From an optimization exercise on the open Yosys and OpenROAD flow, aimed at small area and a short achievable clock period; shortcuts taken in it are not production practice. The RTL of this run was laid out without a check of its function. Power and IR drop assume default switching activity.

<file path="design/flow/run.sh">
#!/bin/bash
# synth_recipe.tcl (not shown) runs the flow's synth.tcl, then flattens the netlist and writes it again
# the make line also repeats each setting of config.mk as NAME=value (left out here)
make -C /OpenROAD-flow-scripts/flow DESIGN_CONFIG=/design/flow/config.mk WORK_HOME=/design/flow/orfs CLKGATE_MAP_FILE= SYNTH_SCRIPT=/design/flow/synth_recipe.tcl finish
</file>
<file path="design/flow/config.mk">
export PLATFORM = sky130hd
export DESIGN_NAME = fpu
export DESIGN_NICKNAME = fpu
export VERILOG_FILES = /design/flow/design.v
export SDC_FILE = /design/flow/constraint.sdc
export NUM_CORES = 4
export LEC_CHECK = 0
export CAP_MARGIN = 20
export CORE_MARGIN = 2
export CORE_UTILIZATION = 40
export SETUP_SLACK_MARGIN = 5
export SLEW_MARGIN = 20
export SYNTH_HIERARCHICAL = 1
export SYNTH_MINIMUM_KEEP_SIZE = 0
</file>
<file path="design/flow/constraint.sdc">
create_clock -name core_clock -period 8.5 [get_ports {clk}]
set_input_delay 1.7000 -clock core_clock [delete_from_list [all_inputs] [get_ports {clk}]]
set_output_delay 1.7000 -clock core_clock [all_outputs]
set_load 0.01 [all_outputs]
</file>
<file path="design/flow/design.v">
module fp_mul_tree (
    input  wire [14:0] fa,
    input  wire [14:0] fb,
    output wire [31:0] r0,
    output wire [31:0] r1
);
    wire [17:0] y = {2'b01, fb, 1'b0};    
    wire [7:0] neg, one, two;
    wire [6:0] nneg;
    wire [16:0] pp0, pp1, pp2, pp3, pp4, pp5, pp6, pp7;
    genvar k;
    generate for (k = 0; k < 8; k = k + 1) begin : g_enc
        assign neg[k] = y[2 * k + 2];
        assign one[k] = y[2 * k + 1] ^ y[2 * k];
        assign two[k] = (y[2 * k + 2] & ~y[2 * k + 1] & ~y[2 * k]) | (~y[2 * k + 2] & y[2 * k + 1] & y[2 * k]);
    end endgenerate
    generate for (k = 0; k < 7; k = k + 1) begin : g_nneg
        assign nneg[k] = ~neg[k];
    end endgenerate
    fp_booth_row u_row0 (.fa(fa), .one(one[0]), .two(two[0]), .neg(neg[0]), .pp(pp0));
    fp_booth_row u_row1 (.fa(fa), .one(one[1]), .two(two[1]), .neg(neg[1]), .pp(pp1));
    fp_booth_row u_row2 (.fa(fa), .one(one[2]), .two(two[2]), .neg(neg[2]), .pp(pp2));
    fp_booth_row u_row3 (.fa(fa), .one(one[3]), .two(two[3]), .neg(neg[3]), .pp(pp3));
    fp_booth_row u_row4 (.fa(fa), .one(one[4]), .two(two[4]), .neg(neg[4]), .pp(pp4));
    fp_booth_row u_row5 (.fa(fa), .one(one[5]), .two(two[5]), .neg(neg[5]), .pp(pp5));
    fp_booth_row u_row6 (.fa(fa), .one(one[6]), .two(two[6]), .neg(neg[6]), .pp(pp6));
    fp_booth_rown u_row7 (.fa(fa), .one(one[7]), .two(two[7]), .pp(pp7));    
    wire s1;
    wire c1;
    wire s2;
    wire c2;
    wire s3;
    wire c3;
    wire s4;
    wire c4;
    wire s5;
    wire c5;
    wire s6;
    wire c6;
    wire s7;
    wire c7;
    wire s8;
    wire c8;
    wire s9;
    wire c9;
    wire s10;
    wire c10;
    wire s11;
    wire c11;
    wire s12;
    wire c12;
    wire s13;
    wire c13;
    wire s14;
    wire c14;
    wire s15;
    wire c15;
    wire s16;
    wire c16;
    wire s17;
    wire c17;
    wire s18;
    wire c18;
    wire s19;
    wire c19;
    wire s20;
    wire c20;
    wire s21;
    wire c21;
    wire s22;
    wire c22;
    wire s23;
    wire c23;
    wire s24;
    wire c24;
    wire s25;
    wire c25;
    wire s26;
    wire c26;
    wire s27;
    wire c27;
    wire s28;
    wire c28;
    wire s29;
    wire c29;
    wire s30;
    wire c30;
    wire s31;
    wire c31;
    wire s32;
    wire c32;
    wire s33;
    wire c33;
    wire s34;
    wire c34;
    wire s35;
    wire c35;
    wire s36;
    wire c36;
    wire s37;
    wire c37;
    wire s38;
    wire c38;
    wire s39;
    wire c39;
    wire s40;
    wire c40;
    wire s41;
    wire c41;
    wire s42;
    wire c42;
    wire s43;
    wire c43;
    wire s44;
    wire c44;
    wire s45;
    wire c45;
    wire s46;
    wire c46;
    wire s47;
    wire c47;
    wire s48;
    wire c48;
    wire s49;
    wire c49;
    wire s50;
    wire c50;
    wire s51;
    wire c51;
    wire s52;
    wire c52;
    wire s53;
    wire c53;
    wire s54;
    wire c54;
    wire s55;
    wire c55;
    wire s56;
    wire c56;
    wire s57;
    wire c57;
    wire s58;
    wire c58;
    wire s59;
    wire c59;
    wire s60;
    wire c60;
    wire s61;
    wire c61;
    wire s62;
    wire c62;
    wire s63;
    wire c63;
    wire s64;
    wire c64;
    wire s65;
    wire c65;
    wire s66;
    wire c66;
    wire s67;
    wire c67;
    wire s68;
    wire c68;
    wire s69;
    wire c69;
    wire s70;
    wire c70;
    wire s71;
    wire c71;
    wire s72;
    wire c72;
    wire s73;
    wire c73;
    wire s74;
    wire c74;
    wire s75;
    wire c75;
    wire s76;
    wire c76;
    wire s77;
    wire c77;
    wire s78;
    wire c78;
    wire s79;
    wire c79;
    wire s80;
    wire c80;
    wire s81;
    wire c81;
    wire s82;
    wire c82;
    wire s83;
    wire c83;
    wire s84;
    wire c84;
    wire s85;
    wire c85;
    wire s86;
    wire c86;
    wire s87;
    wire c87;
    wire s88;
    wire c88;
    wire s89;
    wire c89;
    wire s90;
    wire c90;
    wire s91;
    wire c91;
    wire s92;
    wire c92;
    wire s93;
    wire c93;
    wire s94;
    wire c94;
    wire s95;
    wire c95;
    wire s96;
    wire c96;
    wire s97;
    wire c97;
    wire s98;
    wire c98;
    wire s99;
    wire c99;
    wire s100;
    wire c100;
    wire s101;
    wire c101;
    wire s102;
    wire c102;
    wire s103;
    wire c103;
    wire s104;
    wire c104;
    wire s105;
    wire c105;
    wire s106;
    wire c106;
    wire s107;
    wire c107;
    wire s108;
    wire c108;
    wire s109;
    wire c109;
    wire s110;
    wire c110;
    wire s111;
    wire c111;
    wire s112;
    wire c112;
    wire s113;
    wire c113;
    wire s114;
    wire c114;
    wire s115;
    wire c115;
    wire s116;
    wire c116;
    wire s117;
    wire c117;
    wire s118;
    wire c118;
    wire s119;
    wire c119;
    wire s120;
    wire c120;
    wire s121;
    wire c121;
    wire s122;
    wire c122;
    wire s123;
    wire c123;
    wire s124;
    wire c124;
    wire s125;
    wire c125;
    wire s126;
    wire c126;
    wire s127;
    wire c127;
    wire s128;
    wire c128;
    wire s129;
    wire c129;
    wire s130;
    wire c130;
    wire s131;
    wire c131;
    wire s132;
    wire c132;
    fp_ha u_s1 (.a(pp0[10]), .b(pp1[8]), .s(s1), .co(c1));
    fp_ha u_s2 (.a(pp0[11]), .b(pp1[9]), .s(s2), .co(c2));
    fp_fa u_s3 (.a(pp0[12]), .b(pp1[10]), .c(pp2[8]), .s(s3), .co(c3));
    fp_ha u_s4 (.a(pp3[6]), .b(pp4[4]), .s(s4), .co(c4));
    fp_fa u_s5 (.a(pp0[13]), .b(pp1[11]), .c(pp2[9]), .s(s5), .co(c5));
    fp_ha u_s6 (.a(pp3[7]), .b(pp4[5]), .s(s6), .co(c6));
    fp_fa u_s7 (.a(pp0[14]), .b(pp1[12]), .c(pp2[10]), .s(s7), .co(c7));
    fp_fa u_s8 (.a(pp3[8]), .b(pp4[6]), .c(pp5[4]), .s(s8), .co(c8));
    fp_ha u_s9 (.a(pp6[2]), .b(pp7[0]), .s(s9), .co(c9));
    fp_fa u_s10 (.a(pp0[15]), .b(pp1[13]), .c(pp2[11]), .s(s10), .co(c10));
    fp_fa u_s11 (.a(pp3[9]), .b(pp4[7]), .c(pp5[5]), .s(s11), .co(c11));
    fp_ha u_s12 (.a(pp6[3]), .b(pp7[1]), .s(s12), .co(c12));
    fp_fa u_s13 (.a(pp0[16]), .b(pp1[14]), .c(pp2[12]), .s(s13), .co(c13));
    fp_fa u_s14 (.a(pp3[10]), .b(pp4[8]), .c(pp5[6]), .s(s14), .co(c14));
    fp_fa u_s15 (.a(pp6[4]), .b(pp7[2]), .c(fa[0]), .s(s15), .co(c15));
    fp_fa u_s16 (.a(pp1[15]), .b(pp2[13]), .c(pp3[11]), .s(s16), .co(c16));
    fp_fa u_s17 (.a(pp4[9]), .b(pp5[7]), .c(pp6[5]), .s(s17), .co(c17));
    fp_fa u_s18 (.a(pp7[3]), .b(neg[0]), .c(fa[1]), .s(s18), .co(c18));
    fp_fa u_s19 (.a(pp1[16]), .b(pp2[14]), .c(pp3[12]), .s(s19), .co(c19));
    fp_fa u_s20 (.a(pp4[10]), .b(pp5[8]), .c(pp6[6]), .s(s20), .co(c20));
    fp_fa u_s21 (.a(pp7[4]), .b(neg[0]), .c(fa[2]), .s(s21), .co(c21));
    fp_fa u_s22 (.a(nneg[1]), .b(pp2[15]), .c(pp3[13]), .s(s22), .co(c22));
    fp_fa u_s23 (.a(pp4[11]), .b(pp5[9]), .c(pp6[7]), .s(s23), .co(c23));
    fp_fa u_s24 (.a(pp7[5]), .b(nneg[0]), .c(fa[3]), .s(s24), .co(c24));
    fp_fa u_s25 (.a(pp2[16]), .b(pp3[14]), .c(pp4[12]), .s(s25), .co(c25));
    fp_fa u_s26 (.a(pp5[10]), .b(pp6[8]), .c(pp7[6]), .s(s26), .co(c26));
    fp_ha u_s27 (.a(fa[4]), .b(1'b1), .s(s27), .co(c27));
    fp_fa u_s28 (.a(nneg[2]), .b(pp3[15]), .c(pp4[13]), .s(s28), .co(c28));
    fp_fa u_s29 (.a(pp5[11]), .b(pp6[9]), .c(pp7[7]), .s(s29), .co(c29));
    fp_fa u_s30 (.a(pp3[16]), .b(pp4[14]), .c(pp5[12]), .s(s30), .co(c30));
    fp_ha u_s31 (.a(pp6[10]), .b(pp7[8]), .s(s31), .co(c31));
    fp_fa u_s32 (.a(nneg[3]), .b(pp4[15]), .c(pp5[13]), .s(s32), .co(c32));
    fp_ha u_s33 (.a(pp4[16]), .b(pp5[14]), .s(s33), .co(c33));
    fp_ha u_s34 (.a(pp0[6]), .b(pp1[4]), .s(s34), .co(c34));
    fp_ha u_s35 (.a(pp0[7]), .b(pp1[5]), .s(s35), .co(c35));
    fp_fa u_s36 (.a(pp0[8]), .b(pp1[6]), .c(pp2[4]), .s(s36), .co(c36));
    fp_ha u_s37 (.a(pp3[2]), .b(pp4[0]), .s(s37), .co(c37));
    fp_fa u_s38 (.a(pp0[9]), .b(pp1[7]), .c(pp2[5]), .s(s38), .co(c38));
    fp_ha u_s39 (.a(pp3[3]), .b(pp4[1]), .s(s39), .co(c39));
    fp_fa u_s40 (.a(pp2[6]), .b(pp3[4]), .c(pp4[2]), .s(s40), .co(c40));
    fp_fa u_s41 (.a(pp5[0]), .b(neg[5]), .c(s1), .s(s41), .co(c41));
    fp_fa u_s42 (.a(pp2[7]), .b(pp3[5]), .c(pp4[3]), .s(s42), .co(c42));
    fp_fa u_s43 (.a(pp5[1]), .b(c1), .c(s2), .s(s43), .co(c43));
    fp_fa u_s44 (.a(pp5[2]), .b(pp6[0]), .c(neg[6]), .s(s44), .co(c44));
    fp_fa u_s45 (.a(c2), .b(s3), .c(s4), .s(s45), .co(c45));
    fp_fa u_s46 (.a(pp5[3]), .b(pp6[1]), .c(c3), .s(s46), .co(c46));
    fp_fa u_s47 (.a(c4), .b(s5), .c(s6), .s(s47), .co(c47));
    fp_fa1 u_s48 (.a(c5), .b(c6), .s(s48), .co(c48));
    fp_fa u_s49 (.a(s7), .b(s8), .c(s9), .s(s49), .co(c49));
    fp_fa u_s50 (.a(c7), .b(c8), .c(c9), .s(s50), .co(c50));
    fp_fa u_s51 (.a(s10), .b(s11), .c(s12), .s(s51), .co(c51));
    fp_fa u_s52 (.a(c10), .b(c11), .c(c12), .s(s52), .co(c52));
    fp_fa u_s53 (.a(s13), .b(s14), .c(s15), .s(s53), .co(c53));
    fp_fa u_s54 (.a(c13), .b(c14), .c(c15), .s(s54), .co(c54));
    fp_fa u_s55 (.a(s16), .b(s17), .c(s18), .s(s55), .co(c55));
    fp_fa u_s56 (.a(c16), .b(c17), .c(c18), .s(s56), .co(c56));
    fp_fa u_s57 (.a(s19), .b(s20), .c(s21), .s(s57), .co(c57));
    fp_fa u_s58 (.a(c19), .b(c20), .c(c21), .s(s58), .co(c58));
    fp_fa u_s59 (.a(s22), .b(s23), .c(s24), .s(s59), .co(c59));
    fp_fa u_s60 (.a(c22), .b(c23), .c(c24), .s(s60), .co(c60));
    fp_fa u_s61 (.a(s25), .b(s26), .c(s27), .s(s61), .co(c61));
    fp_fa u_s62 (.a(fa[5]), .b(c25), .c(c26), .s(s62), .co(c62));
    fp_fa u_s63 (.a(c27), .b(s28), .c(s29), .s(s63), .co(c63));
    fp_fa u_s64 (.a(fa[6]), .b(1'b1), .c(c28), .s(s64), .co(c64));
    fp_fa u_s65 (.a(c29), .b(s30), .c(s31), .s(s65), .co(c65));
    fp_fa u_s66 (.a(pp6[11]), .b(pp7[9]), .c(fa[7]), .s(s66), .co(c66));
    fp_fa u_s67 (.a(c30), .b(c31), .c(s32), .s(s67), .co(c67));
    fp_fa u_s68 (.a(pp6[12]), .b(pp7[10]), .c(fa[8]), .s(s68), .co(c68));
    fp_fa1 u_s69 (.a(c32), .b(s33), .s(s69), .co(c69));
    fp_fa u_s70 (.a(nneg[4]), .b(pp5[15]), .c(pp6[13]), .s(s70), .co(c70));
    fp_fa u_s71 (.a(pp7[11]), .b(fa[9]), .c(c33), .s(s71), .co(c71));
    fp_fa u_s72 (.a(pp5[16]), .b(pp6[14]), .c(pp7[12]), .s(s72), .co(c72));
    fp_ha u_s73 (.a(fa[10]), .b(1'b1), .s(s73), .co(c73));
    fp_fa u_s74 (.a(nneg[5]), .b(pp6[15]), .c(pp7[13]), .s(s74), .co(c74));
    fp_ha u_s75 (.a(pp6[16]), .b(pp7[14]), .s(s75), .co(c75));
    fp_ha u_s76 (.a(pp0[4]), .b(pp1[2]), .s(s76), .co(c76));
    fp_ha u_s77 (.a(pp0[5]), .b(pp1[3]), .s(s77), .co(c77));
    fp_fa u_s78 (.a(pp2[2]), .b(pp3[0]), .c(neg[3]), .s(s78), .co(c78));
    fp_fa u_s79 (.a(pp2[3]), .b(pp3[1]), .c(c34), .s(s79), .co(c79));
    fp_fa u_s80 (.a(neg[4]), .b(c35), .c(s36), .s(s80), .co(c80));
    fp_fa u_s81 (.a(c36), .b(c37), .c(s38), .s(s81), .co(c81));
    fp_fa u_s82 (.a(c38), .b(c39), .c(s40), .s(s82), .co(c82));
    fp_fa u_s83 (.a(c40), .b(s42), .c(c41), .s(s83), .co(c83));
    fp_fa u_s84 (.a(c42), .b(s44), .c(c43), .s(s84), .co(c84));
    fp_fa u_s85 (.a(c44), .b(c45), .c(s46), .s(s85), .co(c85));
    fp_fa u_s86 (.a(c46), .b(c47), .c(s48), .s(s86), .co(c86));
    fp_fa u_s87 (.a(c48), .b(c49), .c(s50), .s(s87), .co(c87));
    fp_fa u_s88 (.a(c50), .b(c51), .c(s52), .s(s88), .co(c88));
    fp_fa u_s89 (.a(c52), .b(c53), .c(s54), .s(s89), .co(c89));
    fp_fa u_s90 (.a(c54), .b(c55), .c(s56), .s(s90), .co(c90));
    fp_fa u_s91 (.a(c56), .b(c57), .c(s58), .s(s91), .co(c91));
    fp_fa u_s92 (.a(c58), .b(c59), .c(s60), .s(s92), .co(c92));
    fp_fa u_s93 (.a(c60), .b(c61), .c(s62), .s(s93), .co(c93));
    fp_fa u_s94 (.a(c62), .b(c63), .c(s64), .s(s94), .co(c94));
    fp_fa u_s95 (.a(s66), .b(c64), .c(c65), .s(s95), .co(c95));
    fp_fa u_s96 (.a(c66), .b(s68), .c(c67), .s(s96), .co(c96));
    fp_fa u_s97 (.a(c68), .b(s70), .c(c69), .s(s97), .co(c97));
    fp_fa u_s98 (.a(c70), .b(s72), .c(s73), .s(s98), .co(c98));
    fp_fa u_s99 (.a(fa[11]), .b(c72), .c(c73), .s(s99), .co(c99));
    fp_fa u_s100 (.a(fa[12]), .b(1'b1), .c(c74), .s(s100), .co(c100));
    fp_fa u_s101 (.a(nneg[6]), .b(pp7[15]), .c(fa[13]), .s(s101), .co(c101));
    fp_ha u_s102 (.a(pp7[16]), .b(fa[14]), .s(s102), .co(c102));
    fp_ha u_s103 (.a(pp0[2]), .b(pp1[0]), .s(s103), .co(c103));
    fp_ha u_s104 (.a(pp0[3]), .b(pp1[1]), .s(s104), .co(c104));
    fp_fa u_s105 (.a(pp2[0]), .b(neg[2]), .c(s76), .s(s105), .co(c105));
    fp_fa u_s106 (.a(pp2[1]), .b(c76), .c(s77), .s(s106), .co(c106));
    fp_fa u_s107 (.a(s34), .b(c77), .c(s78), .s(s107), .co(c107));
    fp_fa u_s108 (.a(s35), .b(c78), .c(s79), .s(s108), .co(c108));
    fp_fa u_s109 (.a(s37), .b(c79), .c(s80), .s(s109), .co(c109));
    fp_fa u_s110 (.a(s39), .b(c80), .c(s81), .s(s110), .co(c110));
    fp_fa u_s111 (.a(s41), .b(c81), .c(s82), .s(s111), .co(c111));
    fp_fa u_s112 (.a(s43), .b(c82), .c(s83), .s(s112), .co(c112));
    fp_fa u_s113 (.a(s45), .b(c83), .c(s84), .s(s113), .co(c113));
    fp_fa u_s114 (.a(s47), .b(c84), .c(s85), .s(s114), .co(c114));
    fp_fa u_s115 (.a(s49), .b(c85), .c(s86), .s(s115), .co(c115));
    fp_fa u_s116 (.a(s51), .b(c86), .c(s87), .s(s116), .co(c116));
    fp_fa u_s117 (.a(s53), .b(c87), .c(s88), .s(s117), .co(c117));
    fp_fa u_s118 (.a(s55), .b(c88), .c(s89), .s(s118), .co(c118));
    fp_fa u_s119 (.a(s57), .b(c89), .c(s90), .s(s119), .co(c119));
    fp_fa u_s120 (.a(s59), .b(c90), .c(s91), .s(s120), .co(c120));
    fp_fa u_s121 (.a(s61), .b(c91), .c(s92), .s(s121), .co(c121));
    fp_fa u_s122 (.a(s63), .b(c92), .c(s93), .s(s122), .co(c122));
    fp_fa u_s123 (.a(s65), .b(c93), .c(s94), .s(s123), .co(c123));
    fp_fa u_s124 (.a(s67), .b(c94), .c(s95), .s(s124), .co(c124));
    fp_fa u_s125 (.a(s69), .b(c95), .c(s96), .s(s125), .co(c125));
    fp_fa u_s126 (.a(s71), .b(c96), .c(s97), .s(s126), .co(c126));
    fp_fa u_s127 (.a(c71), .b(s98), .c(c97), .s(s127), .co(c127));
    fp_fa u_s128 (.a(s74), .b(c98), .c(s99), .s(s128), .co(c128));
    fp_fa u_s129 (.a(s75), .b(c99), .c(s100), .s(s129), .co(c129));
    fp_fa u_s130 (.a(c75), .b(s101), .c(c100), .s(s130), .co(c130));
    fp_fa1 u_s131 (.a(c101), .b(s102), .s(s131), .co(c131));
    assign s132 = ~c102;
    assign c132 = c102;
    assign r0[0] = pp0[0];
    assign r1[0] = neg[0];
    assign r0[1] = pp0[1];
    assign r1[1] = 1'b0;
    assign r0[2] = neg[1];
    assign r1[2] = s103;
    assign r0[3] = c103;
    assign r1[3] = s104;
    assign r0[4] = c104;
    assign r1[4] = s105;
    assign r0[5] = c105;
    assign r1[5] = s106;
    assign r0[6] = c106;
    assign r1[6] = s107;
    assign r0[7] = c107;
    assign r1[7] = s108;
    assign r0[8] = c108;
    assign r1[8] = s109;
    assign r0[9] = c109;
    assign r1[9] = s110;
    assign r0[10] = c110;
    assign r1[10] = s111;
    assign r0[11] = c111;
    assign r1[11] = s112;
    assign r0[12] = c112;
    assign r1[12] = s113;
    assign r0[13] = c113;
    assign r1[13] = s114;
    assign r0[14] = c114;
    assign r1[14] = s115;
    assign r0[15] = c115;
    assign r1[15] = s116;
    assign r0[16] = c116;
    assign r1[16] = s117;
    assign r0[17] = c117;
    assign r1[17] = s118;
    assign r0[18] = c118;
    assign r1[18] = s119;
    assign r0[19] = c119;
    assign r1[19] = s120;
    assign r0[20] = c120;
    assign r1[20] = s121;
    assign r0[21] = c121;
    assign r1[21] = s122;
    assign r0[22] = c122;
    assign r1[22] = s123;
    assign r0[23] = c123;
    assign r1[23] = s124;
    assign r0[24] = c124;
    assign r1[24] = s125;
    assign r0[25] = c125;
    assign r1[25] = s126;
    assign r0[26] = c126;
    assign r1[26] = s127;
    assign r0[27] = c127;
    assign r1[27] = s128;
    assign r0[28] = c128;
    assign r1[28] = s129;
    assign r0[29] = c129;
    assign r1[29] = s130;
    assign r0[30] = c130;
    assign r1[30] = s131;
    assign r0[31] = c131;
    assign r1[31] = s132;
endmodule
module fp_booth_row (input wire [14:0] fa, input wire one, input wire two, input wire neg, output wire [16:0] pp);
    genvar j;
    assign pp[0] = (one & fa[0]) ^ neg;
    generate for (j = 1; j < 15; j = j + 1) begin : g_pp
        fp_bpp u_pp (.x1(fa[j]), .x0(fa[j - 1]), .one(one), .two(two), .neg(neg), .pp(pp[j]));
    end endgenerate
    assign pp[15] = (one | (two & fa[14])) ^ neg;
    assign pp[16] = two ^ neg;
endmodule
module fp_booth_rown (input wire [14:0] fa, input wire one, input wire two, output wire [16:0] pp);
    genvar j;
    assign pp[0] = ~(one & fa[0]);
    generate for (j = 1; j < 15; j = j + 1) begin : g_pp
        fp_bppn u_pp (.x1(fa[j]), .x0(fa[j - 1]), .one(one), .two(two), .pp(pp[j]));
    end endgenerate
    assign pp[15] = ~(one | (two & fa[14]));
    assign pp[16] = ~two;
endmodule
module fp_bppn (input wire x1, input wire x0, input wire one, input wire two, output wire pp);
    assign pp = ~((one & x1) | (two & x0));
endmodule
module fp_bpp (input wire x1, input wire x0, input wire one, input wire two, input wire neg, output wire pp);
    assign pp = ((one & x1) | (two & x0)) ^ neg;
endmodule
module fp_fa (input wire a, input wire b, input wire c, output wire s, output wire co);
    assign s  = a ^ b ^ c;
    assign co = (a & b) | (a & c) | (b & c);
endmodule
module fp_fa1 (input wire a, input wire b, output wire s, output wire co);
    assign s  = ~(a ^ b);
    assign co = a | b;
endmodule
module fp_ha (input wire a, input wire b, output wire s, output wire co);
    assign s  = a ^ b;
    assign co = a & b;
endmodule
module fp_add16 (
    input  wire [15:0] x,
    input  wire [15:0] y,
    input  wire ci,
    output wire [15:0] s,
    output wire co
);
    wire [16:0] g0, p0;
    assign g0[0] = ~ci;
    assign p0[0] = 1'b1;
    genvar i;
    generate for (i = 0; i < 16; i = i + 1) begin : g_pg
        fp_nand u_g (.a(x[i]), .b(y[i]), .y(g0[i + 1]));
        fp_xnor u_p (.a(x[i]), .b(y[i]), .y(p0[i + 1]));
    end endgenerate
    wire g1;
    wire g2;
    wire p3;
    wire g4;
    wire p5;
    wire g6;
    wire p7;
    wire g8;
    wire p9;
    wire g10;
    wire p11;
    wire g12;
    wire p13;
    wire g14;
    wire p15;
    wire n16;
    wire g17;
    wire g18;
    wire n19;
    wire n20;
    wire g21;
    wire p22;
    wire g23;
    wire p24;
    wire n25;
    wire n26;
    wire g27;
    wire p28;
    wire g29;
    wire p30;
    wire n31;
    wire n32;
    wire g33;
    wire p34;
    wire g35;
    wire p36;
    wire g37;
    wire n38;
    wire g39;
    wire g40;
    wire g41;
    wire g42;
    wire p43;
    wire n44;
    wire n45;
    wire g46;
    wire p47;
    wire g48;
    wire p49;
    wire g50;
    wire p51;
    wire n52;
    wire g53;
    wire g54;
    wire g55;
    wire g56;
    wire g57;
    wire g58;
    wire g59;
    wire g60;
    wire g61;
    fp_oai u1 (.a(g0[1]), .b(p0[1]), .c(g0[0]), .y(g1));
    fp_oai u2 (.a(g0[3]), .b(p0[3]), .c(g0[2]), .y(g2));
    fp_nor u3 (.a(p0[3]), .b(p0[2]), .y(p3));
    fp_oai u4 (.a(g0[5]), .b(p0[5]), .c(g0[4]), .y(g4));
    fp_nor u5 (.a(p0[5]), .b(p0[4]), .y(p5));
    fp_oai u6 (.a(g0[7]), .b(p0[7]), .c(g0[6]), .y(g6));
    fp_nor u7 (.a(p0[7]), .b(p0[6]), .y(p7));
    fp_oai u8 (.a(g0[9]), .b(p0[9]), .c(g0[8]), .y(g8));
    fp_nor u9 (.a(p0[9]), .b(p0[8]), .y(p9));
    fp_oai u10 (.a(g0[11]), .b(p0[11]), .c(g0[10]), .y(g10));
    fp_nor u11 (.a(p0[11]), .b(p0[10]), .y(p11));
    fp_oai u12 (.a(g0[13]), .b(p0[13]), .c(g0[12]), .y(g12));
    fp_nor u13 (.a(p0[13]), .b(p0[12]), .y(p13));
    fp_oai u14 (.a(g0[15]), .b(p0[15]), .c(g0[14]), .y(g14));
    fp_nor u15 (.a(p0[15]), .b(p0[14]), .y(p15));
    assign n16 = ~g1;
    fp_oai u17 (.a(g0[2]), .b(p0[2]), .c(n16), .y(g17));
    fp_aoi u18 (.a(g2), .b(p3), .c(g1), .y(g18));
    assign n19 = ~g4;
    assign n20 = ~p5;
    fp_oai u21 (.a(g0[6]), .b(p0[6]), .c(n19), .y(g21));
    fp_nor u22 (.a(p0[6]), .b(n20), .y(p22));
    fp_aoi u23 (.a(g6), .b(p7), .c(g4), .y(g23));
    fp_nand u24 (.a(p7), .b(p5), .y(p24));
    assign n25 = ~g8;
    assign n26 = ~p9;
    fp_oai u27 (.a(g0[10]), .b(p0[10]), .c(n25), .y(g27));
    fp_nor u28 (.a(p0[10]), .b(n26), .y(p28));
    fp_aoi u29 (.a(g10), .b(p11), .c(g8), .y(g29));
    fp_nand u30 (.a(p11), .b(p9), .y(p30));
    assign n31 = ~g12;
    assign n32 = ~p13;
    fp_oai u33 (.a(g0[14]), .b(p0[14]), .c(n31), .y(g33));
    fp_nor u34 (.a(p0[14]), .b(n32), .y(p34));
    fp_aoi u35 (.a(g14), .b(p15), .c(g12), .y(g35));
    fp_nand u36 (.a(p15), .b(p13), .y(p36));
    fp_oai u37 (.a(g0[4]), .b(p0[4]), .c(g18), .y(g37));
    assign n38 = ~g18;
    fp_aoi u39 (.a(g4), .b(p5), .c(n38), .y(g39));
    fp_aoi u40 (.a(g21), .b(p22), .c(n38), .y(g40));
    fp_oai u41 (.a(g23), .b(p24), .c(g18), .y(g41));
    fp_oai u42 (.a(g0[12]), .b(p0[12]), .c(g29), .y(g42));
    fp_nor u43 (.a(p0[12]), .b(p30), .y(p43));
    assign n44 = ~g29;
    assign n45 = ~p30;
    fp_aoi u46 (.a(g12), .b(p13), .c(n44), .y(g46));
    fp_nand u47 (.a(p13), .b(n45), .y(p47));
    fp_aoi u48 (.a(g33), .b(p34), .c(n44), .y(g48));
    fp_nand u49 (.a(p34), .b(n45), .y(p49));
    fp_oai u50 (.a(g35), .b(p36), .c(g29), .y(g50));
    fp_nor u51 (.a(p36), .b(p30), .y(p51));
    assign n52 = ~g41;
    fp_oai u53 (.a(g0[8]), .b(p0[8]), .c(n52), .y(g53));
    fp_aoi u54 (.a(g8), .b(p9), .c(g41), .y(g54));
    fp_aoi u55 (.a(g27), .b(p28), .c(g41), .y(g55));
    fp_oai u56 (.a(g29), .b(p30), .c(n52), .y(g56));
    fp_aoi u57 (.a(g42), .b(p43), .c(g41), .y(g57));
    fp_oai u58 (.a(g46), .b(p47), .c(n52), .y(g58));
    fp_oai u59 (.a(g48), .b(p49), .c(n52), .y(g59));
    fp_aoi u60 (.a(g50), .b(p51), .c(g41), .y(g60));
    fp_oai u61 (.a(g0[16]), .b(p0[16]), .c(g60), .y(g61));
    assign s[0] = ~p0[1] ^ ~g0[0];
    assign s[1] = ~p0[2] ^ g1;
    assign s[2] = ~p0[3] ^ g17;
    assign s[3] = ~p0[4] ^ ~g18;
    assign s[4] = ~p0[5] ^ g37;
    assign s[5] = ~p0[6] ^ ~g39;
    assign s[6] = ~p0[7] ^ ~g40;
    assign s[7] = ~p0[8] ^ g41;
    assign s[8] = ~p0[9] ^ g53;
    assign s[9] = ~p0[10] ^ ~g54;
    assign s[10] = ~p0[11] ^ ~g55;
    assign s[11] = ~p0[12] ^ g56;
    assign s[12] = ~p0[13] ^ ~g57;
    assign s[13] = ~p0[14] ^ g58;
    assign s[14] = ~p0[15] ^ g59;
    assign s[15] = ~p0[16] ^ ~g60;
    assign co = g61;
endmodule
module fp_add22 (
    input  wire [21:0] x,
    input  wire [21:0] y,
    input  wire ci,
    output wire [21:0] s,
    output wire co
);
    wire [22:0] g0, p0;
    assign g0[0] = ~ci;
    assign p0[0] = 1'b1;
    genvar i;
    generate for (i = 0; i < 22; i = i + 1) begin : g_pg
        fp_nand u_g (.a(x[i]), .b(y[i]), .y(g0[i + 1]));
        fp_xnor u_p (.a(x[i]), .b(y[i]), .y(p0[i + 1]));
    end endgenerate
    wire g1;
    wire g2;
    wire p3;
    wire g4;
    wire p5;
    wire g6;
    wire p7;
    wire g8;
    wire p9;
    wire g10;
    wire p11;
    wire g12;
    wire p13;
    wire g14;
    wire p15;
    wire g16;
    wire p17;
    wire g18;
    wire p19;
    wire g20;
    wire p21;
    wire n22;
    wire g23;
    wire g24;
    wire n25;
    wire n26;
    wire g27;
    wire p28;
    wire g29;
    wire p30;
    wire n31;
    wire n32;
    wire g33;
    wire p34;
    wire g35;
    wire p36;
    wire n37;
    wire n38;
    wire g39;
    wire p40;
    wire g41;
    wire p42;
    wire n43;
    wire n44;
    wire g45;
    wire p46;
    wire g47;
    wire p48;
    wire n49;
    wire n50;
    wire g51;
    wire p52;
    wire g53;
    wire n54;
    wire g55;
    wire g56;
    wire g57;
    wire g58;
    wire p59;
    wire n60;
    wire n61;
    wire g62;
    wire p63;
    wire g64;
    wire p65;
    wire g66;
    wire p67;
    wire g68;
    wire p69;
    wire n70;
    wire n71;
    wire g72;
    wire p73;
    wire g74;
    wire p75;
    wire n76;
    wire g77;
    wire g78;
    wire g79;
    wire g80;
    wire g81;
    wire g82;
    wire g83;
    wire g84;
    wire g85;
    wire n86;
    wire g87;
    wire g88;
    wire g89;
    wire g90;
    wire g91;
    wire g92;
    fp_oai u1 (.a(g0[1]), .b(p0[1]), .c(g0[0]), .y(g1));
    fp_oai u2 (.a(g0[3]), .b(p0[3]), .c(g0[2]), .y(g2));
    fp_nor u3 (.a(p0[3]), .b(p0[2]), .y(p3));
    fp_oai u4 (.a(g0[5]), .b(p0[5]), .c(g0[4]), .y(g4));
    fp_nor u5 (.a(p0[5]), .b(p0[4]), .y(p5));
    fp_oai u6 (.a(g0[7]), .b(p0[7]), .c(g0[6]), .y(g6));
    fp_nor u7 (.a(p0[7]), .b(p0[6]), .y(p7));
    fp_oai u8 (.a(g0[9]), .b(p0[9]), .c(g0[8]), .y(g8));
    fp_nor u9 (.a(p0[9]), .b(p0[8]), .y(p9));
    fp_oai u10 (.a(g0[11]), .b(p0[11]), .c(g0[10]), .y(g10));
    fp_nor u11 (.a(p0[11]), .b(p0[10]), .y(p11));
    fp_oai u12 (.a(g0[13]), .b(p0[13]), .c(g0[12]), .y(g12));
    fp_nor u13 (.a(p0[13]), .b(p0[12]), .y(p13));
    fp_oai u14 (.a(g0[15]), .b(p0[15]), .c(g0[14]), .y(g14));
    fp_nor u15 (.a(p0[15]), .b(p0[14]), .y(p15));
    fp_oai u16 (.a(g0[17]), .b(p0[17]), .c(g0[16]), .y(g16));
    fp_nor u17 (.a(p0[17]), .b(p0[16]), .y(p17));
    fp_oai u18 (.a(g0[19]), .b(p0[19]), .c(g0[18]), .y(g18));
    fp_nor u19 (.a(p0[19]), .b(p0[18]), .y(p19));
    fp_oai u20 (.a(g0[21]), .b(p0[21]), .c(g0[20]), .y(g20));
    fp_nor u21 (.a(p0[21]), .b(p0[20]), .y(p21));
    assign n22 = ~g1;
    fp_oai u23 (.a(g0[2]), .b(p0[2]), .c(n22), .y(g23));
    fp_aoi u24 (.a(g2), .b(p3), .c(g1), .y(g24));
    assign n25 = ~g4;
    assign n26 = ~p5;
    fp_oai u27 (.a(g0[6]), .b(p0[6]), .c(n25), .y(g27));
    fp_nor u28 (.a(p0[6]), .b(n26), .y(p28));
    fp_aoi u29 (.a(g6), .b(p7), .c(g4), .y(g29));
    fp_nand u30 (.a(p7), .b(p5), .y(p30));
    assign n31 = ~g8;
    assign n32 = ~p9;
    fp_oai u33 (.a(g0[10]), .b(p0[10]), .c(n31), .y(g33));
    fp_nor u34 (.a(p0[10]), .b(n32), .y(p34));
    fp_aoi u35 (.a(g10), .b(p11), .c(g8), .y(g35));
    fp_nand u36 (.a(p11), .b(p9), .y(p36));
    assign n37 = ~g12;
    assign n38 = ~p13;
    fp_oai u39 (.a(g0[14]), .b(p0[14]), .c(n37), .y(g39));
    fp_nor u40 (.a(p0[14]), .b(n38), .y(p40));
    fp_aoi u41 (.a(g14), .b(p15), .c(g12), .y(g41));
    fp_nand u42 (.a(p15), .b(p13), .y(p42));
    assign n43 = ~g16;
    assign n44 = ~p17;
    fp_oai u45 (.a(g0[18]), .b(p0[18]), .c(n43), .y(g45));
    fp_nor u46 (.a(p0[18]), .b(n44), .y(p46));
    fp_aoi u47 (.a(g18), .b(p19), .c(g16), .y(g47));
    fp_nand u48 (.a(p19), .b(p17), .y(p48));
    assign n49 = ~g20;
    assign n50 = ~p21;
    fp_oai u51 (.a(g0[22]), .b(p0[22]), .c(n49), .y(g51));
    fp_nor u52 (.a(p0[22]), .b(n50), .y(p52));
    fp_oai u53 (.a(g0[4]), .b(p0[4]), .c(g24), .y(g53));
    assign n54 = ~g24;
    fp_aoi u55 (.a(g4), .b(p5), .c(n54), .y(g55));
    fp_aoi u56 (.a(g27), .b(p28), .c(n54), .y(g56));
    fp_oai u57 (.a(g29), .b(p30), .c(g24), .y(g57));
    fp_oai u58 (.a(g0[12]), .b(p0[12]), .c(g35), .y(g58));
    fp_nor u59 (.a(p0[12]), .b(p36), .y(p59));
    assign n60 = ~g35;
    assign n61 = ~p36;
    fp_aoi u62 (.a(g12), .b(p13), .c(n60), .y(g62));
    fp_nand u63 (.a(p13), .b(n61), .y(p63));
    fp_aoi u64 (.a(g39), .b(p40), .c(n60), .y(g64));
    fp_nand u65 (.a(p40), .b(n61), .y(p65));
    fp_oai u66 (.a(g41), .b(p42), .c(g35), .y(g66));
    fp_nor u67 (.a(p42), .b(p36), .y(p67));
    fp_oai u68 (.a(g0[20]), .b(p0[20]), .c(g47), .y(g68));
    fp_nor u69 (.a(p0[20]), .b(p48), .y(p69));
    assign n70 = ~g47;
    assign n71 = ~p48;
    fp_aoi u72 (.a(g20), .b(p21), .c(n70), .y(g72));
    fp_nand u73 (.a(p21), .b(n71), .y(p73));
    fp_aoi u74 (.a(g51), .b(p52), .c(n70), .y(g74));
    fp_nand u75 (.a(p52), .b(n71), .y(p75));
    assign n76 = ~g57;
    fp_oai u77 (.a(g0[8]), .b(p0[8]), .c(n76), .y(g77));
    fp_aoi u78 (.a(g8), .b(p9), .c(g57), .y(g78));
    fp_aoi u79 (.a(g33), .b(p34), .c(g57), .y(g79));
    fp_oai u80 (.a(g35), .b(p36), .c(n76), .y(g80));
    fp_aoi u81 (.a(g58), .b(p59), .c(g57), .y(g81));
    fp_oai u82 (.a(g62), .b(p63), .c(n76), .y(g82));
    fp_oai u83 (.a(g64), .b(p65), .c(n76), .y(g83));
    fp_aoi u84 (.a(g66), .b(p67), .c(g57), .y(g84));
    fp_oai u85 (.a(g0[16]), .b(p0[16]), .c(g84), .y(g85));
    assign n86 = ~g84;
    fp_aoi u87 (.a(g16), .b(p17), .c(n86), .y(g87));
    fp_aoi u88 (.a(g45), .b(p46), .c(n86), .y(g88));
    fp_oai u89 (.a(g47), .b(p48), .c(g84), .y(g89));
    fp_aoi u90 (.a(g68), .b(p69), .c(n86), .y(g90));
    fp_oai u91 (.a(g72), .b(p73), .c(g84), .y(g91));
    fp_oai u92 (.a(g74), .b(p75), .c(g84), .y(g92));
    assign s[0] = ~p0[1] ^ ~g0[0];
    assign s[1] = ~p0[2] ^ g1;
    assign s[2] = ~p0[3] ^ g23;
    assign s[3] = ~p0[4] ^ ~g24;
    assign s[4] = ~p0[5] ^ g53;
    assign s[5] = ~p0[6] ^ ~g55;
    assign s[6] = ~p0[7] ^ ~g56;
    assign s[7] = ~p0[8] ^ g57;
    assign s[8] = ~p0[9] ^ g77;
    assign s[9] = ~p0[10] ^ ~g78;
    assign s[10] = ~p0[11] ^ ~g79;
    assign s[11] = ~p0[12] ^ g80;
    assign s[12] = ~p0[13] ^ ~g81;
    assign s[13] = ~p0[14] ^ g82;
    assign s[14] = ~p0[15] ^ g83;
    assign s[15] = ~p0[16] ^ ~g84;
    assign s[16] = ~p0[17] ^ g85;
    assign s[17] = ~p0[18] ^ ~g87;
    assign s[18] = ~p0[19] ^ ~g88;
    assign s[19] = ~p0[20] ^ g89;
    assign s[20] = ~p0[21] ^ ~g90;
    assign s[21] = ~p0[22] ^ g91;
    assign co = g92;
endmodule
module fp_cy10 (
    input  wire [9:0] x,
    input  wire [9:0] y,
    output wire co
);
    wire [10:0] g0, p0;
    assign g0[0] = 1'b1;
    assign p0[0] = 1'b1;
    genvar i;
    generate for (i = 0; i < 10; i = i + 1) begin : g_pg
        fp_nand u_g (.a(x[i]), .b(y[i]), .y(g0[i + 1]));
        fp_xnor u_p (.a(x[i]), .b(y[i]), .y(p0[i + 1]));
    end endgenerate
    wire g1;
    wire p2;
    wire g3;
    wire p4;
    wire g5;
    wire p6;
    wire g7;
    wire p8;
    wire g9;
    wire n10;
    wire g11;
    wire n12;
    wire n13;
    wire g14;
    wire p15;
    wire g16;
    wire p17;
    wire n18;
    wire n19;
    wire g20;
    wire p21;
    wire g22;
    wire n23;
    wire g24;
    wire g25;
    wire g26;
    wire n27;
    wire g28;
    wire g29;
    wire g30;
    fp_oai u1 (.a(g0[3]), .b(p0[3]), .c(g0[2]), .y(g1));
    fp_nor u2 (.a(p0[3]), .b(p0[2]), .y(p2));
    fp_oai u3 (.a(g0[5]), .b(p0[5]), .c(g0[4]), .y(g3));
    fp_nor u4 (.a(p0[5]), .b(p0[4]), .y(p4));
    fp_oai u5 (.a(g0[7]), .b(p0[7]), .c(g0[6]), .y(g5));
    fp_nor u6 (.a(p0[7]), .b(p0[6]), .y(p6));
    fp_oai u7 (.a(g0[9]), .b(p0[9]), .c(g0[8]), .y(g7));
    fp_nor u8 (.a(p0[9]), .b(p0[8]), .y(p8));
    fp_oai u9 (.a(g0[2]), .b(p0[2]), .c(g0[1]), .y(g9));
    assign n10 = ~g0[1];
    fp_aoi u11 (.a(g1), .b(p2), .c(n10), .y(g11));
    assign n12 = ~g3;
    assign n13 = ~p4;
    fp_oai u14 (.a(g0[6]), .b(p0[6]), .c(n12), .y(g14));
    fp_nor u15 (.a(p0[6]), .b(n13), .y(p15));
    fp_aoi u16 (.a(g5), .b(p6), .c(g3), .y(g16));
    fp_nand u17 (.a(p6), .b(p4), .y(p17));
    assign n18 = ~g7;
    assign n19 = ~p8;
    fp_oai u20 (.a(g0[10]), .b(p0[10]), .c(n18), .y(g20));
    fp_nor u21 (.a(p0[10]), .b(n19), .y(p21));
    fp_oai u22 (.a(g0[4]), .b(p0[4]), .c(g11), .y(g22));
    assign n23 = ~g11;
    fp_aoi u24 (.a(g3), .b(p4), .c(n23), .y(g24));
    fp_aoi u25 (.a(g14), .b(p15), .c(n23), .y(g25));
    fp_oai u26 (.a(g16), .b(p17), .c(g11), .y(g26));
    assign n27 = ~g26;
    fp_oai u28 (.a(g0[8]), .b(p0[8]), .c(n27), .y(g28));
    fp_aoi u29 (.a(g7), .b(p8), .c(g26), .y(g29));
    fp_aoi u30 (.a(g20), .b(p21), .c(g26), .y(g30));
    assign co = ~g30;
endmodule
module fp_aoi (input wire a, input wire b, input wire c, output wire y);
    assign y = ~(a | (b & c));
endmodule
module fp_oai (input wire a, input wire b, input wire c, output wire y);
    assign y = ~(a & (b | c));
endmodule
module fp_nand (input wire a, input wire b, output wire y);
    assign y = ~(a & b);
endmodule
module fp_nor (input wire a, input wire b, output wire y);
    assign y = ~(a | b);
endmodule
module fp_xnor (input wire a, input wire b, output wire y);
    assign y = ~(a ^ b);
endmodule
module fpu #(
    parameter WIDTH = 24
)(
    input   logic clk,
    input   wire logic [WIDTH - 1:0] a,
    input   wire logic [WIDTH - 1:0] b,
    input   wire logic [3:0]         opcode,
    output  logic [WIDTH - 1:0] result
);
    wire       abig  = a[22:0] > b[22:0];
    wire       egt   = a[22:15] > b[22:15];
    wire [3:0] dab   = a[18:15] - b[18:15];
    wire [3:0] dba   = b[18:15] - a[18:15];
    logic [23:0] a1, b1;
    logic [3:0]  op1;
    logic        abig1, abig1m;    
    logic        eff1;              
    logic [3:0]  sh1;      
    logic        ha1, hb1;  
    always_ff @(posedge clk) begin
        a1    <= a;
        b1    <= b;
        op1   <= opcode;
        abig1 <= abig;
        abig1m <= abig;
        eff1  <= a[23] ^ b[23] ^ opcode[2];
        sh1   <= egt ? dab : dba;    
        ha1   <= a[22:15] != 8'd0;
        hb1   <= b[22:15] != 8'd0;
    end
    genvar k;
    wire is_as   = (op1 == 4'b0000) || (op1 == 4'b0100);
    wire is_max  = (op1 == 4'b0001);
    wire is_min  = (op1 == 4'b0010);
    wire is_fl   = (op1 == 4'b1000);
    wire is_ce   = (op1 == 4'b1001);
    wire is_mul  = (op1 == 4'b0011);
    wire is_abs  = (op1 == 4'b0101);
    wire is_neg  = (op1 == 4'b0110);
    wire        sa = a1[23];
    wire [7:0]  ea = a1[22:15];
    wire [14:0] fa = a1[14:0];
    wire        sb = b1[23];
    wire [7:0]  eb = b1[22:15];
    wire [14:0] fb = b1[14:0];
    wire [15:0] ma     = {ha1, fa};
    wire [15:0] mb     = {hb1, fb};
    wire        sbx    = sb ^ op1[2];
    wire        effsub = eff1;
    wire [15:0] max_   = ma ^ {16{effsub}};
    wire [15:0] mbx    = mb ^ {16{effsub}};
    wire [15:0] maxm   = abig1 ? ma : mb;
    wire [15:0] minx   = abig1 ? mbx : max_;
    wire [7:0]  maxe   = abig1m ? ea : eb;
    wire [31:0] shx    = {{16{effsub}}, minx} >> sh1;
    wire        ssign  = abig1m ? sa : sbx;
    wire [16:0] sum;
    fp_add16 u_add (.x(maxm), .y(shx[15:0]), .ci(effsub), .s(sum[15:0]), .co(sum[16]));
    wire        a_gt = (sa == sb) ? (abig1m ^ sa) : sb;
    wire [23:0] mm   = (a_gt ^ is_min) ? a1 : b1;
    wire [23:0] pass_r =
        (is_max | is_min) ? mm :
        (is_abs | is_neg) ? {is_neg & ~sa, a1[22:0]} :
        (is_fl | is_ce) ? a1 :
        (sa ? 24'hbf8000 : 24'h3f8000);
    wire [31:0] r0, r1;
    fp_mul_tree u_tree (.fa(fa), .fb(fb), .r0(r0), .r1(r1));
    wire        lo_co;     
    fp_cy10 u_lo (.x(r0[9:0]), .y(r1[9:0]), .co(lo_co));
    wire [8:0]  sum9  = {1'b0, ea} + {1'b0, eb};
    wire [8:0]  e9    = sum9 - 9'd127;
    wire        mzero = ~ha1 || ~hb1 || (sum9 < 9'd128);
    wire        movf  = sum9 >= 9'd382;
    wire        meq   = sum9 == 9'd381;
    wire        msign = sa ^ sb;
    wire        is_pass = ~is_mul & ~is_as;
    wire [56:0] d2_mul  = {meq, movf, mzero, msign, e9[7:0], lo_co, r1[31:10], r0[31:10]};
    wire [56:0] d2_as   = {31'd0, ssign, maxe, sum};
    wire [23:0] d2_passn = ~(pass_r & {24{is_pass}});
    wire [56:0] d2_in;
    generate for (k = 0; k < 24; k = k + 1) begin : g_d2
        fp_sel u_sel (.sa(is_as), .a(d2_as[k]), .sb(is_mul), .b(d2_mul[k]), .cn(d2_passn[k]), .y(d2_in[k]));
    end endgenerate
    assign d2_in[25:24] = is_mul ? d2_mul[25:24] : d2_as[25:24];
    assign d2_in[56:26] = d2_mul[56:26];
    logic        k_mul, k_as, k_sub, k_fl, k_ce;
    logic [56:0] d2;
    always_ff @(posedge clk) begin
        k_mul <= is_mul;
        k_as  <= is_as;
        k_sub <= effsub;
        k_fl  <= is_fl;
        k_ce  <= is_ce;
        d2    <= d2_in;
    end
    wire [16:0] m  = d2[16:0];
    wire [7:0]  me = d2[24:17];
    wire        ms = d2[25];
    logic [3:0] lz;
    always_comb begin
        lz = 4'd15;
        for (int i = 0; i < 16; i++)
            if (m[i]) lz = 4'(15 - i);
    end
    wire [15:0] nsh   = m[15:0] << lz;
    wire [23:0] add_r = m[16] ? {ms, me + 8'd1, m[15:1]} : {ms, me, m[14:0]};
    wire [4:0]  se_lo = {1'b0, me[3:0]} - {1'b0, lz};
    wire [3:0]  me_hi1 = me[7:4] - 4'd1;
    wire [7:0]  se    = {se_lo[4] ? me_hi1 : me[7:4], se_lo[3:0]};
    wire [23:0] sub_r = (m[15:0] == 16'd0) ? {ms, 23'd0} : {ms, se, nsh[14:0]};
    wire [21:0] ps;                        
    wire        ps_co;
    fp_add22 u_cpa (.x(d2[21:0]), .y(d2[43:22]), .ci(d2[44]),
                    .s(ps), .co(ps_co));
    wire [16:0] p     = ps[21:5];          
    wire [7:0]  pe0   = d2[52:45];
    wire [7:0]  pe1   = d2[52:45] + 8'd1;
    wire [7:0]  pe    = p[16] ? pe1 : pe0;
    wire [14:0] pm    = p[16] ? p[15:1] : p[14:0];
    wire        povf  = d2[55] | (d2[56] & p[16]);
    wire [23:0] mul_r = d2[54] ? 24'd0 : povf ? 24'h7f8000 : {d2[53], pe, pm};
    wire [23:0] as_r = k_sub ? sub_r : add_r;
    wire        xs = d2[23];
    wire [7:0]  xe = d2[22:15];
    wire [14:0] xf = d2[14:0];
    wire [22:0] th;
    generate for (k = 0; k < 23; k = k + 1) begin : g_th3
        assign th[k] = xe >= 8'(128 + k);
    end endgenerate
    wire [14:0] fmask;     
    wire [14:0] cm;        
    wire [14:0] hm;        
    generate for (k = 0; k < 15; k = k + 1) begin : g_masks3
        assign fmask[k] = th[14 - k];
        assign cm[k]    = th[8 + k];
        assign hm[k]    = th[22 - k];
    end endgenerate
    wire [14:0] rf   = xf & fmask;
    wire        fhf  = |(xf & ~fmask);
    wire        frz  = ~|rf;
    wire        lt1  = ~th[0] & (xe != 8'd127);
    wire        fup  = xs & fhf;
    wire [7:0]  fl_ei = xe[7] ? {xe[7:4], xe[3:0] + 4'd1} : 8'd128;
    wire [23:0] fl_r = {xs, lt1 ? 8'd0 : (fup & frz) ? fl_ei : xe,
                        rf[14:1], rf[0] | (fup & ~frz)};
    wire        chf  = ~th[22] & |(xf & cm);
    wire [14:0] cx   = xf | ~hm;
    wire [15:0] cpa;                       
    assign cpa[0] = 1'b1;
    generate for (k = 0; k < 15; k = k + 1) begin : g_cpa3
        assign cpa[k + 1] = &cx[k:0];
    end endgenerate
    wire [7:0]  ce_ei = {xe[7:5], xe[4:0] + 5'd1};
    wire [23:0] ce_r = ~chf ? d2[23:0] :
                       xs   ? {1'b1, xe, xf & ~cm} :
                              {1'b0, cpa[15] ? ce_ei : xe, xf ^ (hm & cpa[14:0])};
    wire [23:0] pass3  = k_fl ? fl_r : k_ce ? ce_r : d2[23:0];
    wire [23:0] pass3n = ~(pass3 & {24{~k_mul & ~k_as}});
    wire [23:0] res_in;
    generate for (k = 0; k < 24; k = k + 1) begin : g_res
        fp_sel u_sel (.sa(k_as), .a(as_r[k]), .sb(k_mul), .b(mul_r[k]), .cn(pass3n[k]), .y(res_in[k]));
    end endgenerate
    always_ff @(posedge clk) begin
        result <= res_in;
    end
endmodule
module fp_sel (input wire sa, input wire a, input wire sb, input wire b, input wire cn, output wire y);
    wire t;
    fp_a22oi u_t (.a1(sa), .a2(a), .b1(sb), .b2(b), .y(t));
    fp_nand  u_y (.a(t), .b(cn), .y(y));
endmodule
module fp_a22oi (input wire a1, input wire a2, input wire b1, input wire b2, output wire y);
    assign y = ~((a1 & a2) | (b1 & b2));
endmodule
</file>
==> run_results.csv <==
group,metric,value,unit
worst_setup_path,critPathLaunch,"b1[3]",
worst_setup_path,r2r-start,"b1[3]",
die,start_util,0.405,
route,routed_wl,66.3,mm
timing,fmax,284,MHz
layout,register_area,3000,um^2
worst_setup_path,critPathCaptureType,"flop",
clocking,clk_latency,0.45,ns
clocking,root_buffer,"clkbuf_16",
synth,netlist_area,18300,um^2
die,core-area,45300,um^2
timing,hold_viol,0,
clocking,htree_levels,4,
place,hpwl,45.1,mm
timing,holdWs,0.475,ns
route,drt_pre_antenna_iters,9,
layout,diodes,0,
layout,drive_gt1_frac,0.306,
die,num_rows,78,
route,vias,17200,
die,die_h,218,um
route,avgRoutedWirePerCell,23.2,um
worst_setup_path,crit_required,8.83,ns
synth,syn_area_per_cell,8.74,um^2
grt,grt_pass1_vias,17200,
worst_setup_path,path_class,"flop to flop",
clocking,clockBufferDepth,2,
grt,grt_usage,0.272,
worst_setup_path,reg2reg_depth,14,
timing,worst_pin_slew,1.05,ns
power,p_leak,8.70,nW
timing,layout_min_cycle_time,3.52,ns
status,status,"timing/DRC/antenna clean",
timing,maxSlewHeadroom,0.300,
grt,grt_overflow,0,
route,drt_iter0_markers,1600,
clocking,cts_buffers,17,
power,vdd_drop_max,0.144,mV
grt,antenna_found_initial,0,
route,vias_per_cell,6.00,
power,p_total,0.00652,W
layout,synthToLayoutAreaGrowth,24.9,%
run,maxCapViolCount,0,
layout,fin_nets,2496,
synth,ys_warn_count,7,
layout,multiInputGateArea,15200,um^2
worst_setup_path,setup.worst_path.end,"d2[44]",
timing,setup-violations-final,0,
power,power_density,285,nW/um^2
die,io-pin-count,77,
route,postRouteAntennaNets,0,
min_path,min_path_type,"flop to flop",
worst_setup_path,rrSetupSlack,4.98,ns
route,drc,0,
clocking,clk_pin_slew_worst_paths,0.07,ns
place,portBuffers,76,
timing,fin_skew,0.0144,ns
timing,rsz0062_at_grt,"true",
die,die_w,218,um
layout,fillers,4183,
timing,tns,0,ns
timing,fin_crit_sh,0.414,
worst_setup_path,cp_max_fo,8,
worst_setup_path,cp-start-kind,"flop",
timing,slew_viol_final,0,
worst_setup_path,crit_arrival,3.84,ns
clocking,cts_tree,"built",
place,gp_congestion,0.983,
grt,grt_pass1_wl,99.5,mm
die,fp.dieArea,47500,um^2
clocking,cts_sinks,146,
worst_setup_path,worst_r2r_endpoint,"d2[44]",
synth,syn-instance-count,2095,
grt,grt_max_degree,32,
## power breakdown
group	internal (W)	total (W)	switching (W)	leakage [nW]
Sequential	0.000854	0.00104	0.000186	1.23
Combinational	0.00196	0.00465	0.00269	7.15
Clock	0.000500	0.000833	0.000333	0.318
## cells in the final DEF, fill, tap and decap left out, types with 16 or more instances in the layout
cell and n:
xnor2_1 177, a21oi_1 66, ha_1 74, clkbuf_16 20, buf_12 21, o21ai_0 56, fa_2 36, nand3_1 28
inv_1 114, xor2_1 46, mux2i_1 50, nor3_1 31, nor4_1 17, a21o_1 18, a21oi_2 49, dfxtp_4 16
a22oi_1 21, xnor2_2 22, clkdlybuf4s50_1 74, buf_4 154, o21ai_1 56, dfxtp_1 119, a22oi_2 160, a211oi_1 17
fa_1 76, nand2_1 211, mux2_2 28, nor2_1 128
## layout make-up
| class | instances | area share |
|---|---|---|
| well taps | 600 | 0.0328 |
| inverters | 128 | 0.0221 |
| clock buffers | 21 | 0.0210 |
| clock inverters | 11 | 0.00700 |
| repair buffers | 278 | 0.122 |
| flip-flops and latches | 146 | 0.131 |
| multi-input cells | 1679 | 0.664 |
## flip-flops by register name, indices dropped and copies added (netlist names)
| signal | count |
|---|---|
| eff1 | 1 |
| k_ce | 1 |
| result | 24 |
| sh1 | 4 |
| hb1 | 1 |
| op1 | 4 |
| k_as | 1 |
| ha1 | 1 |
| k_fl | 1 |
| k_sub | 1 |
| k_mul | 1 |
| a1 | 24 |
| d2 | 57 |
| b1 | 24 |
| abig1m | 1 |
## worst max-delay path, stage by stage, from the launching register on
cell and delay [ns]:
dfxtp_4 0.38, buf_12 0.13, xor2_4 0.17, buf_12 0.16, a22oi_2 0.16, xnor2_1 0.16, fa_1 0.46, fa_1 0.53
fa_2 0.60, xnor2_2 0.12, o21ai_1 0.07, inv_1 0.09, o21ai_2 0.07, a21oi_2 0.20, inv_2 0.07
## worst min-delay path by stage
stage / startpoint / endpoint / slack (ns) / cells after the start
final: ha1 / d2[54] / 0.48 / 1
after global routing: ha1 / d2[54] / 0.48 / 1
after CTS: ha1 / d2[54] / 0.47 / 1
after detailed placement: ha1 / d2[54] / 0.45 / 1
after global placement: ha1 / d2[54] / 0.45 / 1
after floorplan: eff1 / k_sub / 0.37 / 0
## timing repair
action | CTS | global route
endpoints found under the setup margin | 61 | 44
cloned | 3 | 5
resized for setup | 82 | 109
buffers inserted | 104 | 49
hold buffers | 0 | 0
pin swaps | 26 | 58
## metal layers
layer,wire [um],global-route usage
met5,0,0
met4,3500,0.141
met3,4730,0.0431
met2,31400,0.452
met1,26700,0.340
## per-stage QoR
stage	util	setup slack, ns	area, um^2	std cells
after floorplan	-	4.84	18800	2098
after global placement	0.437	4.10	19800	2670
after detailed placement	0.437	4.07	19800	2670
after CTS	0.483	4.99	21900	2809
after global routing	0.505	4.87	22900	2863
final	0.505	4.98	22900	2863

==> port drivers added, routing unchanged <==
How much do the figures lean on ideal ports? The routed layout below was timed once more, with nothing changed but the port constraints.
Step 1: set_driving_cell puts a clkbuf_16 on clk and a buf_2 on each other input, an assumption about the parent block.
Step 2 also shifts input and output timing later by t, the mid clock arrival at the registers, as if the neighbouring blocks saw the same clock.
Three values: ideal ports, drivers, drivers and shift; two values: the first two.
t (ns): 0.505
setup slack, ns: 4.985 / 4.985 / 4.649
worst setup path after step 2: input to register
worst data-port slew with drivers (ns): 0.03
After both steps this run still meets setup and hold. The setup slack of this run moves by 0.000 ns with the drivers and by -0.336 ns with both steps.
